Background: an optimization exercise with open tools, aiming at a short achievable clock period and few clock cycles. Do not read the settings as production practice.
Only simulation tests tie the RTL to the original design; equivalence was not proved.
Power is estimated from default activity; no workload was simulated.

<file path="flow/config.mk">
export PLATFORM = sky130hd
export DESIGN_NAME = mips_singlecycle
export DESIGN_NICKNAME = mips_singlecycle
export VERILOG_FILES = /design/flow/design.v
export SDC_FILE = /design/flow/constraint.sdc
export NUM_CORES = 8
export LEC_CHECK = 0
export ABC_CLOCK_PERIOD_IN_PS = 1000
export CAP_MARGIN = 20
export CORE_MARGIN = 2
export CORE_UTILIZATION = 35
export SETUP_SLACK_MARGIN = 5
export SLEW_MARGIN = 20
export SYNTH_HIERARCHICAL = 1
export SYNTH_MINIMUM_KEEP_SIZE = 0
</file>
<file path="flow/run.sh">
#!/bin/bash
# synth_recipe.tcl (not shown) runs the flow's synth.tcl, then flattens the netlist and writes it again
# the make line also repeats each setting of config.mk as NAME=value (left out here)
make -C /OpenROAD-flow-scripts/flow DESIGN_CONFIG=/design/flow/config.mk WORK_HOME=/design/flow/orfs CLKGATE_MAP_FILE= SYNTH_SCRIPT=/design/flow/synth_recipe.tcl finish
</file>
<file path="flow/constraint.sdc">
create_clock -name core_clock -period 10.5 [get_ports {clk}]
set_input_delay 2.1000 -clock core_clock [delete_from_list [all_inputs] [get_ports {clk}]]
set_output_delay 2.1000 -clock core_clock [all_outputs]
set_load 0.01 [all_outputs]
</file>
<file path="flow/design.v">
`timescale 1ns / 1ps
module rd_dec #(parameter W = 2) (input [W-1:0] s, output [(1<<W)-1:0] o);
    assign o = 1 << s;
endmodule
module rd_or #(parameter N = 4) (input [N-1:0] sel, input [N-1:0] d, output y);
    assign y = |(sel & d);
endmodule
module rd_bit (input [4:0] s, input [31:0] d, output y);
    wire [3:0] lo;
    wire [7:0] hi;
    wire [7:0] grp;
    rd_dec #(2) dlo (s[1:0], lo);
    rd_dec #(3) dhi (s[4:2], hi);
    genvar g;
    generate for (g = 0; g < 8; g = g + 1) begin : grps
        rd_or #(4) m (lo, d[4*g+3:4*g], grp[g]);
    end endgenerate
    rd_or #(8) mo (hi, grp, y);
endmodule
module rd_bitn (input [4:0] s, input [31:0] dn, output y);
    wire [3:0] lo;
    wire [7:0] hi;
    wire [7:0] grp;
    rd_dec #(2) dlo (s[1:0], lo);
    rd_dec #(3) dhi (s[4:2], hi);
    genvar g;
    generate for (g = 0; g < 8; g = g + 1) begin : grps
        rd_orn #(4) m (lo, dn[4*g+3:4*g], grp[g]);
    end endgenerate
    rd_or #(8) mo (hi, grp, y);
endmodule
module rd_orn #(parameter N = 4) (input [N-1:0] sel, input [N-1:0] dn, output y);
    assign y = |(sel & ~dn);
endmodule
module rd_port (input [1023:0] r, input [4:0] s, output [31:0] y);
    genvar b, j;
    generate for (b = 0; b < 32; b = b + 1) begin : bits
        wire [31:0] d;
        for (j = 0; j < 32; j = j + 1) begin : dj
            assign d[j] = r[32*j+b];
        end
        rd_bit m (s, d, y[b]);
    end endgenerate
endmodule
module addr_add (input [10:0] a, input [10:0] b, output [8:0] w);
    wire [10:0] s = a + b;
    assign w = s[10:2];
endmodule
`timescale 1ns / 1ps
module mips_singlecycle (
        input clk, rst,
        output [8:0]  imem_addr,
        input  [31:0] imem_rdata,
        output [8:0]  dmem_addr,
        output [31:0] dmem_wdata,
        output        dmem_we,
        input  [31:0] dmem_rdata,
        input  [4:0]  dbg_sel,
        output [31:0] dbg_data
    );
    localparam NF = 16;          
    localparam NB = 4;           
    reg  [8:0]  pc;
    reg  [31:0] rf [1:31];
    reg         a_wen, b_wen;    
    reg  [4:0]  a_rd, b_rd;
    reg         a_ld, b_ld;      
    reg  [1:0]  a_sel, b_sel;    
    reg         a_sub, b_sub;    
    reg  [31:0] a_x, a_y, b_x, b_y;
    reg  [10:0] m_base, m_imm;   
    reg  [31:0] wd;              
    reg         we;              
    reg         bv;          
    reg         bf;          
    reg         bm;          
    reg         bp;          
    reg  [8:0]  balt;        
    reg  [4:0]  bra, brb;
    reg  [NB-1:0] bent;      
    reg  [NF-1:0] fd_v, fd_c, fd_o, fd_pt;
    reg  [8:0]    fd_tag [0:NF-1];
    reg  [8:0]    fd_tgt [0:NF-1];
    reg  [4:0]    fd_ra  [0:NF-1];
    reg  [4:0]    fd_rb  [0:NF-1];
    reg  [4:0]    fd_rd  [0:NF-1];
    reg  [NF-1:0] fd_wen, fd_ld, fd_st, fd_sub;
    reg  [1:0]    fd_sel [0:NF-1];
    reg  [10:0]   fd_imm [0:NF-1];
    reg           pu_v, pu_t;
    reg  [NB-1:0] pu_e;
    function [31:0] alu(input [31:0] x, input [31:0] y, input [1:0] sel, input sub);
        reg [31:0] yy;
        reg [31:0] s;
        reg        lt;
        begin
            yy = y ^ {32{sub}};
            s  = x + yy + {31'b0, sub};
            lt = (x[31] ^ y[31]) ? x[31] : s[31];
            case (sel)
                2'd0: alu = s;
                2'd1: alu = x & y;
                2'd2: alu = x | y;
                default: alu = {31'b0, lt};
            endcase
        end
    endfunction
    wire [31:0] a_res = a_ld ? dmem_rdata : alu(a_x, a_y, a_sel, a_sub);
    wire [31:0] b_res = b_ld ? dmem_rdata : alu(b_x, b_y, b_sel, b_sub);
    integer i;
    always @(posedge clk or posedge rst) begin
        if (rst) begin
            for (i = 1; i < 32; i = i + 1) rf[i] <= 32'b0;
        end else begin
            for (i = 1; i < 32; i = i + 1)
                if (b_wen && b_rd == i) rf[i] <= b_res;
                else if (a_wen && a_rd == i) rf[i] <= a_res;
        end
    end
    reg         da_wen, db_wen;
    reg  [4:0]  da_rd, db_rd;
    reg  [31:0] da_res, db_res;
    always @(posedge clk or posedge rst) begin
        if (rst) begin
            da_wen <= 1'b0;
            db_wen <= 1'b0;
        end else begin
            da_wen <= a_wen;
            db_wen <= b_wen;
        end
    end
    always @(posedge clk) begin
        da_rd  <= a_rd;
        db_rd  <= b_rd;
        da_res <= a_res;
        db_res <= b_res;
    end
    reg  [31:0] rfn [1:31];
    always @(posedge clk or posedge rst) begin
        if (rst) begin
            for (i = 1; i < 32; i = i + 1) rfn[i] <= 32'hFFFFFFFF;
        end else begin
            for (i = 1; i < 32; i = i + 1)
                if (db_wen && db_rd == i) rfn[i] <= ~db_res;
                else if (da_wen && da_rd == i) rfn[i] <= ~da_res;
        end
    end
    function [31:0] fwd(input [4:0] r, input [31:0] v);
        fwd = (b_wen && b_rd == r) ? b_res : (a_wen && a_rd == r) ? a_res : v;
    endfunction
    wire [1023:0] rflat;
    assign rflat[31:0] = 32'b0;
    genvar gj;
    generate for (gj = 1; gj < 32; gj = gj + 1) begin : rfl
        assign rflat[32*gj+31:32*gj] = rf[gj];
    end endgenerate
    wire [31:0] va    = (b_wen && b_rd == bra) ? b_res : (a_wen && a_rd == bra) ? a_res : bm ? 32'b0 : b_x;
    wire [31:0] vb    = (b_wen && b_rd == brb) ? b_res : (a_wen && a_rd == brb) ? a_res : bm ? 32'b0 : b_y;
    wire        b_eq  = bf ? (va == vb) : (a_x == a_y);
    wire        mp    = bv && (b_eq != bp);
    wire [31:0] ins = imem_rdata;
    wire [5:0]  op  = ins[31:26];
    wire [4:0]  rs  = ins[25:21];
    wire [4:0]  rt  = ins[20:16];
    wire [4:0]  rd  = ins[15:11];
    wire [5:0]  fn  = ins[5:0];
    wire is_r   = (op == 6'h00);
    wire is_lw  = (op == 6'h23);
    wire is_sw  = (op == 6'h2B);
    wire is_beq = (op == 6'h04);
    wire is_j   = (op == 6'h02);
    wire [31:0] rs_rf, rt_rf;
    rd_port prs (rflat, rs, rs_rf);
    rd_port prt (rflat, rt, rt_rf);
    wire [31:0] rs_v  = fwd(rs, rs_rf);
    wire [31:0] rt_v  = fwd(rt, rt_rf);
    wire [4:0]  x_rd  = is_r ? rd : rt;
    wire        x_wen = (is_r && rd != 5'd0) || (is_lw && rt != 5'd0);
    wire [1:0]  x_sel = fn[3] ? 2'd3 : fn[2] ? (fn[0] ? 2'd2 : 2'd1) : 2'd0;
    wire [8:0]  pc1   = pc + 9'd1;
    wire [8:0]  pc2   = pc + 9'd2;
    wire [8:0]  pcm1  = pc - 9'd1;
    wire [8:0]  btgt  = pc1 + ins[8:0];
    wire        b_nop = is_beq && ins[15:0] == 16'd0;      
    wire        b_alw = is_beq && rs == rt && !b_nop;      
    wire        b_cnd = is_beq && rs != rt && !b_nop;      
    wire        redir = is_j || b_alw;
    wire [8:0]  r_tgt = is_j ? ins[8:0] : btgt;
    wire [NB-1:0] i1 = pc[NB-1:0];
    wire [NB-1:0] i2 = pc1[NB-1:0];
    wire [NB-1:0] i0 = pcm1[NB-1:0];
    wire [NF-1:0] r2_v, r2_o, r2_c, r2_pt, r3_v, r3_o, r3_c, r0_v;
    wire [8:0]    r2_tag [0:NF-1];
    wire [8:0]    r2_tgt [0:NF-1];
    wire [4:0]    r2_ra  [0:NF-1];
    wire [4:0]    r2_rb  [0:NF-1];
    wire [8:0]    r3_tag [0:NF-1];
    wire [8:0]    r3_tgt [0:NF-1];
    wire [8:0]    r0_tag [0:NF-1];
    genvar gk;
    generate for (gk = 0; gk < NF; gk = gk + 1) begin : rot
        assign r2_v[gk]   = fd_v[(gk+1)%NF];
        assign r2_o[gk]   = fd_o[(gk+1)%NF];
        assign r2_c[gk]   = fd_c[(gk+1)%NF];
        assign r2_pt[gk]  = fd_pt[(gk+1)%NF];
        assign r2_tag[gk] = fd_tag[(gk+1)%NF];
        assign r2_tgt[gk] = fd_tgt[(gk+1)%NF];
        assign r2_ra[gk]  = fd_ra[(gk+1)%NF];
        assign r2_rb[gk]  = fd_rb[(gk+1)%NF];
        assign r3_v[gk]   = fd_v[(gk+2)%NF];
        assign r3_o[gk]   = fd_o[(gk+2)%NF];
        assign r3_c[gk]   = fd_c[(gk+2)%NF];
        assign r3_tag[gk] = fd_tag[(gk+2)%NF];
        assign r3_tgt[gk] = fd_tgt[(gk+2)%NF];
        assign r0_v[gk]   = fd_v[(gk+NF-1)%NF];
        assign r0_tag[gk] = fd_tag[(gk+NF-1)%NF];
    end endgenerate
    wire        h1    = fd_v[i1] && fd_tag[i1] == pc;
    wire        h1c   = fd_c[i1];
    wire        h1o   = fd_o[i1];
    wire        h1p   = fd_pt[i1];
    wire [8:0]  h1t   = fd_tgt[i1];
    wire [4:0]  h1a   = fd_ra[i1];
    wire [4:0]  h1b   = fd_rb[i1];
    wire [4:0]  h1d   = fd_rd[i1];
    wire        h1w   = fd_wen[i1];
    wire        h1l   = fd_ld[i1];
    wire        h1s   = fd_st[i1];
    wire        h1u   = fd_sub[i1];
    wire [1:0]  h1sel = fd_sel[i1];
    wire [10:0] h1i   = fd_imm[i1];
    wire [NB-1:0] h1e = i1;
    wire        h2    = r2_v[i1] && !r2_o[i1] && r2_tag[i1] == pc1;
    wire        h2c   = r2_c[i1];
    wire        h2p   = r2_pt[i1];
    wire [8:0]  h2t   = r2_tgt[i1];
    wire [4:0]  h2a   = r2_ra[i1];
    wire [4:0]  h2b   = r2_rb[i1];
    wire [NB-1:0] h2e = i2;
    wire        h3    = r3_v[i1] && !r3_o[i1] && !r3_c[i1] && r3_tag[i1] == pc2;
    wire [8:0]  h3t   = r3_tgt[i1];
    wire        known = r0_v[i1] && r0_tag[i1] == pcm1;
    wire [8:0]  pc3   = pc + 9'd3;
    wire        h2u   = h2 && !h2c;
    wire [8:0]  f_nt  = h2u ? h2t : pc2;          
    wire [8:0]  f_nt2 = h3 ? h3t : pc3;           
    wire [31:0] ya_rf, yb_rf;
    rd_port pya (rflat, h1a, ya_rf);
    rd_port pyb (rflat, h1b, yb_rf);
    wire [31:0] ya_v  = fwd(h1a, ya_rf);
    wire [31:0] yb_v  = fwd(h1b, yb_rf);
    wire        x_mem = is_lw || is_sw;
    wire        y_dep = x_wen && (x_rd == h1a || x_rd == h1b);
    wire        nofold = redir || b_cnd;
    wire        use_u = h1 && !h1c && !h1o && !redir;
    wire        use_c = h1 && h1c && !nofold;
    wire        use_o = h1 && h1o && !nofold && !y_dep && !(x_mem && (h1l || h1s));
    wire        h2a_k = h2a == 5'd0 || (x_wen && x_rd == h2a) || (h1w && h1d == h2a);
    wire        h2b_k = h2b == 5'd0 || (x_wen && x_rd == h2b) || (h1w && h1d == h2b);
    wire        use_c2 = h2c && h2a_k && h2b_k;
    reg  [8:0]  pc_n;
    always @(*) begin
        if (mp)                 pc_n = balt;
        else if (redir)         pc_n = r_tgt;
        else if (use_u)         pc_n = h1t;
        else if (use_c)         pc_n = h1p ? h1t : f_nt;
        else if (use_o)         pc_n = use_c2 ? (h2p ? h2t : f_nt2) : h2c ? pc2 : f_nt;
        else                    pc_n = pc1;
    end
    wire        l_unc = is_j || b_alw || b_nop || (is_r && rd == 5'd0) || (is_lw && rt == 5'd0);
    wire        l_op  = !l_unc && (is_r || is_lw || is_sw);
    wire        learn = (l_unc || b_cnd || l_op) && !known;
    always @(posedge clk or posedge rst) begin
        if (rst) begin
            fd_v   <= {NF{1'b0}};
        end else begin
            if (pu_v) fd_pt[pu_e] <= pu_t;
            if (learn) begin
                fd_v[i0]   <= 1'b1;
                fd_c[i0]   <= b_cnd;
                fd_o[i0]   <= l_op;
                fd_pt[i0]  <= 1'b0;
                fd_tag[i0] <= pcm1;
            end
        end
    end
    always @(posedge clk) begin
        if (learn) begin
            fd_tgt[i0] <= is_j ? ins[8:0] : (b_alw || b_cnd) ? btgt : pc1;
            fd_ra[i0]  <= rs;
            fd_rb[i0]  <= rt;
            fd_rd[i0]  <= x_rd;
            fd_wen[i0] <= x_wen;
            fd_ld[i0]  <= is_lw;
            fd_st[i0]  <= is_sw;
            fd_sub[i0] <= fn[1];
            fd_sel[i0] <= x_sel;
            fd_imm[i0] <= ins[10:0];
        end
    end
    always @(posedge clk or posedge rst) begin
        if (rst) pu_v <= 1'b0;
        else     pu_v <= bv && bf;
    end
    always @(posedge clk) begin
        pu_t <= b_eq;
        pu_e <= bent;
    end
    always @(posedge clk or posedge rst) begin
        if (rst) begin
            pc    <= 9'd0;
            a_wen <= 1'b0;
            b_wen <= 1'b0;
            we    <= 1'b0;
            bv    <= 1'b0;
        end else begin
            pc    <= pc_n;
            a_wen <= !mp && x_wen;
            b_wen <= !mp && use_o && h1w;
            we    <= !mp && (is_sw || (use_o && h1s));
            bv    <= !mp && (b_cnd || use_c || (use_o && use_c2));
        end
    end
    always @(posedge clk) begin
        a_rd  <= x_rd;
        a_ld  <= is_lw;
        a_sub <= fn[1];
        a_sel <= x_sel;
        a_x   <= rs_v;
        a_y   <= rt_v;
        b_rd  <= h1d;
        b_ld  <= h1l;
        b_sub <= h1u;
        b_sel <= h1sel;
        b_x   <= ya_v;
        b_y   <= yb_v;
        m_base <= x_mem ? rs_v[10:0] : ya_v[10:0];
        m_imm  <= x_mem ? ins[10:0] : h1i;
        wd    <= x_mem ? rt_v : yb_v;
        bf    <= !b_cnd;
        bm    <= !use_c;
        bp    <= b_cnd ? 1'b0 : use_c ? h1p : h2p;
        balt  <= b_cnd ? btgt : use_c ? (h1p ? f_nt : h1t) : (h2p ? f_nt2 : h2t);
        bra   <= use_c ? h1a : h2a;
        brb   <= use_c ? h1b : h2b;
        bent  <= use_c ? h1e : h2e;
    end
    assign imem_addr  = pc;
    addr_add madd (m_base, m_imm, dmem_addr);
    assign dmem_wdata = wd;
    assign dmem_we    = we;
    genvar gb, gr;
    generate for (gb = 0; gb < 32; gb = gb + 1) begin : dbg
        wire [31:0] d;
        assign d[0] = 1'b1;
        for (gr = 1; gr < 32; gr = gr + 1) begin : r
            assign d[gr] = rfn[gr][gb];
        end
        rd_bitn m (dbg_sel, d, dbg_data[gb]);
    end endgenerate
endmodule
</file>
==> summary.txt <==
-- what timing repair did --
| item | CTS | global route |
|---|---|---|
| hold buffers | 0 | 0 |
| setup endpoints to repair | 1121 | 593 |
| cloned | 45 | 9 |
| pin swaps | 111 | 130 |
| resized for setup | 673 | 306 |
| setup buffers | 163 | 65 |
-- per-stage QoR --
step            util  hold slack, ns  std cells  setup WS, ns  total power (uW)
2_1_floorplan      -           0.310      22927        -24.84             35000
5_1_grt        0.406           0.332      31185          4.15             66700
4_1_cts        0.402           0.327      30971          4.21             62700
6_report       0.407           0.327      31217          4.11             64800
3_3_place_gp   0.372           0.316      30054          2.24             46800
3_5_place_dp   0.372           0.316      30062          2.18             47100
-- placed cells by master (no fill, tap or decap), drive strengths merged, types with 237 or more instances in the layout --
cell	instances
a21oi	1384
o211ai	727
mux2	1089
nor3	263
dfstp	992
dfrtp	1024
o21ai	1513
nand2b	821
a22oi	2916
nor2	1658
nor3b	490
inv	474
clkbuf	491
o2111ai	277
dfxtp	305
buf	842
edfxtp	848
mux4	237
and3b	486
nand2	2803
-- layout make-up --
cell class                      instances  area, sq um  area share
Clock buffer                          480        10400      0.0426
Antenna cell                          169          423     0.00174
Timing Repair Buffer                  972        10100      0.0417
Timing Repair inverter                  2         10.0   0.0000412
Multi-Input combinational cell      17733       124000       0.510
Clock inverter                        221         2930      0.0121
Sequential cell                      3169        83300       0.343
Tap cell                             8008        10000      0.0413
Inverter                              463         1780     0.00733
-- sequential cells by signal, summed over array words and instances (netlist names), 32 cells and up --
signal / count
fd_ra: 80
fd_tgt: 144
db_res: 32
a_x: 32
fd_imm: 176
a_y: 32
fd_tag: 144
da_res: 32
fd_sel: 32
wd: 32
rf: 992
b_x: 32
rfn: 992
b_y: 32
fd_rd: 80
fd_rb: 80
-- cells by family after synthesis --
kind of cell	Yosys count	share of synthesized area
and+or+nand+nor	7857	0.195
AOI/OAI and AO/OA	7786	0.258
DFF	3169	0.397
buffers and inverters	2036	0.0373
muxes	1492	0.0919
xor gates and xnor gates	261	0.0109
adders and majority gates	166	0.0100
other	2	0.0000358
-- final timing paths --
path | start | end | cells past startpoint
setup / recovery | dbg_sel[0] | dbg_data[23] | 8
hold / removal | bent[2] | pu_e[2] | 0
setup reg to reg | a_rd[0] | pc[5] | 18
hold reg to reg | bent[2] | pu_e[2] | 0
max in group asynchronous | rst | rfn[11][30] | 6
min in group asynchronous | rst | fd_v[14] | 3
-- layer usage --
metal  global-route usage  up-vias  wire length (um)  share of wire
met5                    0        -               489        0.00046
met4                0.241       40             92100          0.086
met3               0.0992     3418            132000           0.12
met2                0.475    14644            436000           0.41
met1                0.433   101151            405000           0.38
li1                     -    85913                 -              -
-- Yosys stat by module (local to each module, per instance), a selection --
module,flops+latches,copies in the design,area (sq um)
mips_singlecycle,3169,1,160000
addr_add,0,1,365
-- power by group through the flow --
stage	Sequential, uW	Combinational (uW)	Clock, uW
final	15900	34500	14400
after global routing	16000	35700	15000
after CTS	15800	32400	14500
after detailed placement	16100	31000	0
after global placement	16100	30800	0
after floorplan	14900	20000	0
==> summary.md <==
| Metric | Value |
|---|---|
| Worst Path Arrival | `4.29 ns` |
| Placed Area | `222,000 sq um` |
| # Max-Cap Violations | `0` |
| CP bufs+invs | `4` |
| First-pass GRT wire length | `~1500 mm` |
| Antenna viol nets, final | `0` |
| Clock Latency Late Sink | `1.11 ns` |
| Area contributors post-synth | `dfstp_2 (12%), dfrtp_1 (12%), edfxtp_1 (12%), a22oi_1 (10%), mux2_2 (5.8%)` |
| Peak fanout along the critical path | `8` |
| H-tree depth | `5` |
| IO Port Bufs | `153` |
| Top FF cell, synth | `dfrtp_1` |
| Register-to-Register Setup Slack | `~4.7 ns` |
| GRT overflow | `0` |
| Pin count of the biggest net entering global routing | `between 150 and 200` |
| Cell Chain, Critical Path | `buf_16 -> buf_16 -> and2_4 -> inv_1 -> o2111ai_2 -> a22oi_2 -> nand4_1 -> buf_2` |
| CP delay by family, top | `simple AND/OR/NAND/NOR gates` |
| Asr flop ratio synth | `0.636` |
| Clock Skews | `0.109 ns` |
| Hold Path Class | `flop to flop` |
| DIE AREA | `605,000 sq um` |
| Part of the power in combinational logic | `0.532` |
| P_sw | `31,300 uW` |
| Worst-path clk slew | `0.06 ns` |
| CTS root buf | `clkbuf_16` |
| Fin crit share | `0.608` |
| Yosys warning count | `10` |
| Internal power | `33,500 uW` |
| Tot GR Track Use | `0.335` |
| Seq/Total Area, Yosys | `0.397` |
| Relative slew slack | `0.151` |
| Worst path most repeated cell | `buf_16` |
| Slew Limit Fails | `0` |
| Slowest stage delay, CP | `0.74 ns` |
| Sw Share | `0.483` |
| Crit path kind | `input port to output port` |
| Nets | `22,954` |
| Total wire length | `approximately 1100 mm` |
| Yosys top cell by area | `dfstp_2` |
| Peak Freq | `roughly 0.16 GHz` |
| RSZ-0062 raised after global routing | `true` |
| DP HPWL | `637 mm` |
| Post-Synthesis Cells | `22,769` |
| Setup_tns | `0 ns` |
| Avg Vias per Cell | `6.57` |
| FF+latch count, synth | `3,169` |
| Syn Std Cell Area | `around 210,000 sq um` |
| Seq pwr share | `0.245` |
| Cts bufs inserted | `376` |
| Crit path launch type | `input port` |
| IO Count | `roughly 150` |
| Top-count cell post-synth | `a22oi_1` |
| Core Box Area | `597,000 sq um` |
| Top-area cell type share of the netlist area | `0.124` |
| Final Critical Period | `roughly 6.4 ns` |
| Final Hold Viols | `0` |
| Clock Sinks | `~3,200` |
| Placer Congestion | `approximately 1` |
| Max clock buf depth | `4` |
| Yosys cell types | `about 120` |
| Number of global-route vias before repair | `187,693` |
| Outcome | `complete, no violations` |
| Drt first pass iters | `10` |
| Static leakage | `0.0912 uW` |
| Final Setup Violations | `0` |
| Initial Utilization | `0.351` |
| Slew @ Worst Pin | `roughly 1.3 ns` |
| DRT iter0 DRCs | `32,234` |
| Top cells by count, synth | `a22oi_1 (2,916), nand2_1 (2,800), nor2_1 (1,655)` |
| CTS tree | `built` |
| VDD IR max | `0.277 mV` |
| Die Ht | `778 um` |
| CP Capture Type | `output port` |
| DRC errors left | `0` |
| Design area | `roughly 240,000 sq um` |
| Ratio of cells with drive above 1 in the final layout | `0.251` |
| Post-synth EDFFs | `848` |
| Initial antenna violation count | `89` |
| Clk pwr share | `0.222` |
| Filler Cells Inserted | `58,350` |
| Power Density | `267 nW/um^2` |
| WP data required | `between 8 and 9 ns` |
| Area grow syn2layout | `15.9%` |
| FP Rows | `284` |
| Crit path max-delay cell type | `nand4_1` |
| Syn Area/Cell | `9.20 sq um` |
| Vias | `205,166` |
| WL per Instance | `34.2 um` |
| Die W | `778 um` |
Testbench counts, summed over its fixed seeds: cycles 116,063.

[port drivers added, routing unchanged]
Ports are ideal in the flow. The routed layout listed here was re-timed in OpenROAD. Step 1 sets driving cells, clkbuf_16 on the clock port and buf_2 on the other inputs (assumed; they add their load-dependent delay and slew). Step 2 adds t to the input delays and takes it off the output delays; t is the mean of the earliest and latest rising clock arrival at the registers after step 1. Input paths then give back, and output paths get back, about the clock's delay inside the block. Slacks: ideal / step 1 / step 2; pairs: ideal / step 1.
shift t [ns]: 1.186
setup slack, ns: 4.112 / 3.744 / 3.667
worst register clock-pin slew, ns: 0.07 / 0.07
worst data-port slew with drivers (ns): 0.54
pins driven straight from the clock port: 1
After both steps setup and hold are still met in this run. For this run, drivers alone change the setup slack by -0.368 ns; drivers and shift together by -0.445 ns.
